This design comes from an exercise in tuning for small area on the open sky130 flow, not from production work. In this exercise RTL edits were held to simulation tests only and were not proved equivalent to the original. No driver is modelled on the clock port, so clock power and skew are understated where the tree is cut down; a real chip needs a root buffer or a tree. Power figures rest on the tool's default switching activity, not on a simulated workload.

main:
==> flow/design.v <==
module debounce (
    input  logic clk,
    input  logic rst,
    input  logic button,
    output logic at_t
);
localparam logic [12:0] P = 13'd1302;
logic [12:0] count;
wire low_ones = &count[11:0];
assign at_t = low_ones & ~count[12];
always_ff @(posedge clk) begin
    if (rst || !button)
        count <= P;
    else
        count <= {count[11:0], ~(count[12] ^ count[5]) | low_ones};
end
endmodule
module single_pulse_detector (
    input  logic clk,
    input  logic rst,
    input  logic input_signal,
    output logic output_pulse
);
always_ff @(posedge clk) begin
    if (rst)
        output_pulse <= 1'b0;
    else
        output_pulse <= input_signal;
end
endmodule
module disp_ctrl (
    input  logic [4:0] disp_val,
    output logic [6:0] seg_out
);
always_comb begin
    case (disp_val)
        5'h10: seg_out = 7'b1110000;  
        5'h11: seg_out = 7'b0110011;  
        5'h12: seg_out = 7'b0110000;  
        5'h13: seg_out = 7'b1000111;  
        5'h14: seg_out = 7'b1111111;  
        5'h15: seg_out = 7'b1011011;  
        5'h16: seg_out = 7'b1101101;  
        5'h17: seg_out = 7'b1001111;  
        5'h18: seg_out = 7'b1110011;  
        5'h19: seg_out = 7'b1011111;  
        5'h1a: seg_out = 7'b1111001;  
        5'h1b: seg_out = 7'b0111101;  
        5'h1c: seg_out = 7'b1001110;  
        5'h1d: seg_out = 7'b0011111;  
        5'h1e: seg_out = 7'b1110111;  
        5'h1f: seg_out = 7'b1111110;  
        default: seg_out = 7'b0000000;
    endcase
end
endmodule
module decoder (
    input  logic       clk,
    input  logic       rst,
    input  logic [3:0] row,
    output logic [3:0] col,
    output logic [4:0] hold,    
    output logic       cap
);
localparam logic [5:0] P0  = 6'b111110;
logic [3:0]  cnt;
logic [3:0]  rbuf;
logic [95:0] cr;
logic        rmask;    
logic        a1, b1, a41, b41, rise_acc, rise;
logic [3:0]  idx1;
wire s0 = ~col[3];
wire s1 = ~col[2];
wire s2 = ~col[1];
wire s3 = ~col[0];
wire s4 = &col;
wire win = (s0 & cnt == 4'd15) | (s1 & cnt <= 4'd2) |
           (s2 & cnt >= 4'd3 & cnt <= 4'd6) | (s3 & cnt >= 4'd7 & cnt <= 4'd10) |
           (s4 & cnt >= 4'd11 & cnt <= 4'd14);
wire start   = s0 & (cnt == 4'd15);    
wire fr_end  = s4 & (cnt == 4'd15);    
wire       k_h   = win & rbuf[0];
wire [5:0] c_h   = cr[95:90];
wire       h_low = &c_h[4:0];
wire       h_sat = h_low & c_h[5];      
wire       h_z62 = h_low & ~c_h[5];     
wire       v1    = k_h & h_sat;
wire       v41   = k_h & (h_sat | h_z62);
wire       r_h   = k_h & h_z62;
wire       k_in  = rbuf[0] & ~rmask;
wire [5:0] c_new = k_in ? {c_h[4:0], ~(c_h[5] ^ c_h[4]) | h_low} : P0;
wire [5:0] c_in  = (win | rmask) ? c_new : c_h;
always_ff @(posedge clk) begin
    cr   <= {cr[89:0], c_in};
    rbuf <= (cnt == 4'd14) ? ~row : {rbuf[0], rbuf[3:1]};
    a1   <= (a1 & ~start) | v1;
    b1   <= (b1 & ~start) | (a1 & ~start & v1);
    a41  <= (a41 & ~start) | v41;
    b41  <= (b41 & ~start) | (a41 & ~start & v41);
    rise_acc <= (rise_acc & ~start) | r_h;
    if (v1 & (start | ~a1))
        idx1 <= cnt;
    if (fr_end)
        rise <= rise_acc & ~rmask;
end
always_ff @(posedge clk, posedge rst) begin
    if (rst)
        col <= 4'b1111;
    else if (cnt == 4'd15)
        col <= {~&col, col[3:1]};
end
always_ff @(posedge clk) begin
    if (rst) begin
        cnt     <= 4'd0;
        rmask   <= 1'b1;
        hold[4] <= 1'b0;
    end else begin
        cnt <= cnt + 4'd1;
        if (fr_end)
            rmask <= 1'b0;
        if ((fr_end & ~rmask & a1 & ~b1) | (s0 & a41 & ~b41 & h_sat))
            hold[4] <= 1'b1;
    end
end
always_ff @(posedge clk) begin
    if (fr_end & ~rmask & a1 & ~b1)
        hold[3:0] <= idx1;
    else if (s0 & a41 & ~b41 & h_sat)
        hold[3:0] <= cnt;
end
assign cap = rise & s2 & (cnt == 4'd11);
endmodule
module ssd_top
#(
    parameter clk_freq = 1_024_000,
    parameter stable_time = 5
)
(
    input logic clk,
    input logic [1:0] btn,
    input logic sw,
    output logic led,
    output logic [6:0] seg,
    output logic chip_sel,
    input logic [3:0] row,
    output logic [3:0] col
);
localparam max_delay = clk_freq*stable_time/1024;
logic rst;
logic c_sel;
logic [12:0] count_div;
logic [4:0] hold;
logic key_cap;
logic btn1_rise;
logic btn1_pulse;
logic [4:0] seg1_d;
logic [4:0] seg2_d;
logic sel_d;
logic sw_d;
logic btn_press_toggle;
decoder decoder_i (
    .clk(clk),
    .rst(rst),
    .row(row),
    .col(col),
    .hold(hold),
    .cap(key_cap)
);
debounce db_i (
    .clk(clk),
    .rst(rst),
    .button(btn[1]),
    .at_t(btn1_rise)
);
single_pulse_detector sp_i (
    .clk(clk),
    .rst(rst),
    .input_signal(btn1_rise),
    .output_pulse(btn1_pulse)
);
wire cd_wrap = (count_div == 13'd3344);  
always_ff @(posedge clk, posedge rst) begin
    if (rst)
        c_sel <= 1'b0;
    else if (sw == 0 ? btn1_pulse : cd_wrap)
        c_sel <= ~c_sel;
end
always_ff @(posedge clk) begin
    if (rst || (sw && cd_wrap))
        count_div <= 13'd0;
    else if (sw)
        count_div <= {count_div[11:0], ~(count_div[12] ^ count_div[5])};
end
always_ff @(posedge clk) begin
    if (rst) begin
        seg1_d[4] <= 1'b0;
        seg2_d[4] <= 1'b0;
    end else if (key_cap) begin
        if (sw_d == 0 || btn_press_toggle)
            seg1_d[4] <= hold[4];
        if (sw_d == 1)
            seg2_d[4] <= ~btn_press_toggle & hold[4];
    end
end
always_ff @(posedge clk) begin
    if (key_cap) begin
        if (sw_d == 0 || btn_press_toggle)
            seg1_d[3:0] <= hold[3:0];
        if (sw_d == 1 && !btn_press_toggle)
            seg2_d[3:0] <= hold[3:0];
    end
end
always_ff @(posedge clk) begin
    if (rst)
        btn_press_toggle <= 1'b1;
    else if (key_cap && sw_d)
        btn_press_toggle <= ~btn_press_toggle;
end
always_ff @(posedge clk) begin
    sel_d <= ~sw | c_sel;
    sw_d <= sw;
end
wire [4:0] shown = sel_d ? seg1_d : seg2_d;
disp_ctrl dc_i (
    .disp_val({shown[4] & ~rst, shown[3:0]}),
    .seg_out(seg)
);
assign rst = btn[0];
assign led = sw;
assign chip_sel = c_sel;
endmodule
==> flow/config.mk <==
export PLATFORM = sky130hd
export DESIGN_NAME = ssd_top
export DESIGN_NICKNAME = ssd_top
export VERILOG_FILES = /design/flow/design.v
export SDC_FILE = /design/flow/constraint.sdc
export NUM_CORES = 4
export LEC_CHECK = 0
export ABC_AREA = 1
export CAP_MARGIN = 20
export CORE_MARGIN = 2
export CORE_UTILIZATION = 40
export PLACE_DENSITY = 0.6
export SLEW_MARGIN = 20
==> flow/constraint.sdc <==
create_clock -name core_clock -period 5.0 [get_ports {clk}]
set_input_delay 1.0000 -clock core_clock [delete_from_list [all_inputs] [get_ports {clk}]]
set_output_delay 1.0000 -clock core_clock [all_outputs]
set_load 0.01 [all_outputs]
standard.sh (not shown) runs the stock make flow with config.mk's settings and CLKGATE_MAP_FILE= SYNTH_SCRIPT=/design/flow/synth_recipe.tcl, a recipe that flattens the netlist after the stock synthesis.
==> flow/flow/run.sh <==
#!/bin/bash
set -e
HERE=$(pwd)
rm -rf "$HERE/orfs_scripts"
cp -r "$FLOW_HOME/scripts" "$HERE/orfs_scripts"
cp "$HERE/flow/abc_area.script" "$HERE/orfs_scripts/abc_area.script"
export SCRIPTS_DIR=$HERE/orfs_scripts
export ADDER_MAP_FILE=
export PRE_CTS_TCL=$HERE/flow/cts_pre.tcl
export FLOW_CLK=clk
export FLOW_CTS_LEVELS=${FLOW_CTS_LEVELS:-4}
export FLOW_CTS_LEAF=${FLOW_CTS_LEAF:-sky130_fd_sc_hd__clkbuf_4}
export FLOW_CTS_ROOT=${FLOW_CTS_ROOT:-sky130_fd_sc_hd__clkbuf_8}
export BUFFER_PORTS_ARGS="-buffer_cell sky130_fd_sc_hd__buf_1"
bash standard.sh > standard.log 2>&1
Other scripts of this flow, unchanged in this note and not shown: flow/flow/abc_area.script, flow/flow/cts_pre.tcl
Edits applied to the flow inputs when going from main to the feature branch:
diff --git a/flow/design.v b/flow/design.v
--- a/flow/design.v
+++ b/flow/design.v
@@ -3,15 +3,16 @@
     input  logic rst,
     input  logic button,
-    output logic at_t
-);
-localparam logic [12:0] P = 13'd1302;
+    output logic at_s1
+);
+localparam logic [12:0] S1 = 13'd6689;
 logic [12:0] count;
-wire low_ones = &count[11:0];
-assign at_t = low_ones & ~count[12];
+assign at_s1 = (count == S1);
 always_ff @(posedge clk) begin
     if (rst || !button)
-        count <= P;
+        count <= 13'd0;
+    else if (at_s1)
+        count <= 13'h1fff;
     else
-        count <= {count[11:0], ~(count[12] ^ count[5]) | low_ones};
+        count <= {count[11:0], ~(count[12] ^ count[5])};
 end
 endmodule
@@ -63,5 +64,6 @@
     output logic       cap
 );
-localparam logic [5:0] P0  = 6'b111110;
+localparam logic [5:0] Z62 = 6'b100000;
+localparam logic [5:0] SAT = 6'b111111;
 logic [3:0]  cnt;
 logic [3:0]  rbuf;
@@ -82,13 +84,11 @@
 wire       k_h   = win & rbuf[0];
 wire [5:0] c_h   = cr[95:90];
-wire       h_low = &c_h[4:0];
-wire       h_sat = h_low & c_h[5];      
-wire       h_z62 = h_low & ~c_h[5];     
+wire       h_sat = (c_h == SAT);
+wire       h_z62 = (c_h == Z62);
 wire       v1    = k_h & h_sat;
 wire       v41   = k_h & (h_sat | h_z62);
 wire       r_h   = k_h & h_z62;
-wire       k_in  = rbuf[0] & ~rmask;
-wire [5:0] c_new = k_in ? {c_h[4:0], ~(c_h[5] ^ c_h[4]) | h_low} : P0;
-wire [5:0] c_in  = (win | rmask) ? c_new : c_h;
+wire [5:0] c_new = rbuf[0] ? (h_z62 ? SAT : {c_h[4:0], ~(c_h[5] ^ c_h[4])}) : 6'd0;
+wire [5:0] c_in  = rmask ? 6'd0 : (win ? c_new : c_h);
 always_ff @(posedge clk) begin
     cr   <= {cr[89:0], c_in};
@@ -171,5 +171,5 @@
     .rst(rst),
     .button(btn[1]),
-    .at_t(btn1_rise)
+    .at_s1(btn1_rise)
 );
 single_pulse_detector sp_i (
Notes after the runs:
Looking at the reports, the feature branch completed the entire flow and the layout it produced met the timing, design-rule and antenna checks.
Compared to main, the feature branch shows a narrower setup margin.
Relative to main, fraction of power consumed by the clock network has gone up in the feature branch.
When the final numbers for main and the feature branch were put side by side, the critical path depth turned out to be greater in the feature branch.
The feature branch ended with less sequential share of the synthesized area than main.
Comparing main and the feature branch, the lower share of the final layout cell area in sequential cells was measured on the feature branch.
main -> the feature branch: area of the die increased slightly
In every run of this note, the design's own scripts or RTL, not TritonCTS, make the clock network.

[separate check: timing with driven ports]
No port has a modelled driver above. Below, the same layouts with a new extraction and two added sets of constraints.
Step 1: set_driving_cell puts a clkbuf_16 on clk and a buf_2 on each other input, an assumption about the parent block.
Step 2 moves the port delays by t, midway between the first and last clock arrival at a register: inputs arrive t later, outputs are due t later. That takes back most of the time a late clock gives input paths.
Three values: no drivers, after step 1, after step 2; two values: the first two.
| run | shift t [ns] | slack for setup (ns) | worst setup path after step 2 |
|---|---|---|---|
| main | 0.437 | 1.301 / 1.278 / 1.278 | input to output |
| the feature branch | 0.444 | 1.201 / 1.179 / 1.179 | input to output |
After both steps setup and hold are still met in every run listed. For main, which loses most, drivers alone change the setup slack by -0.023 ns; drivers and shift together by -0.023 ns.
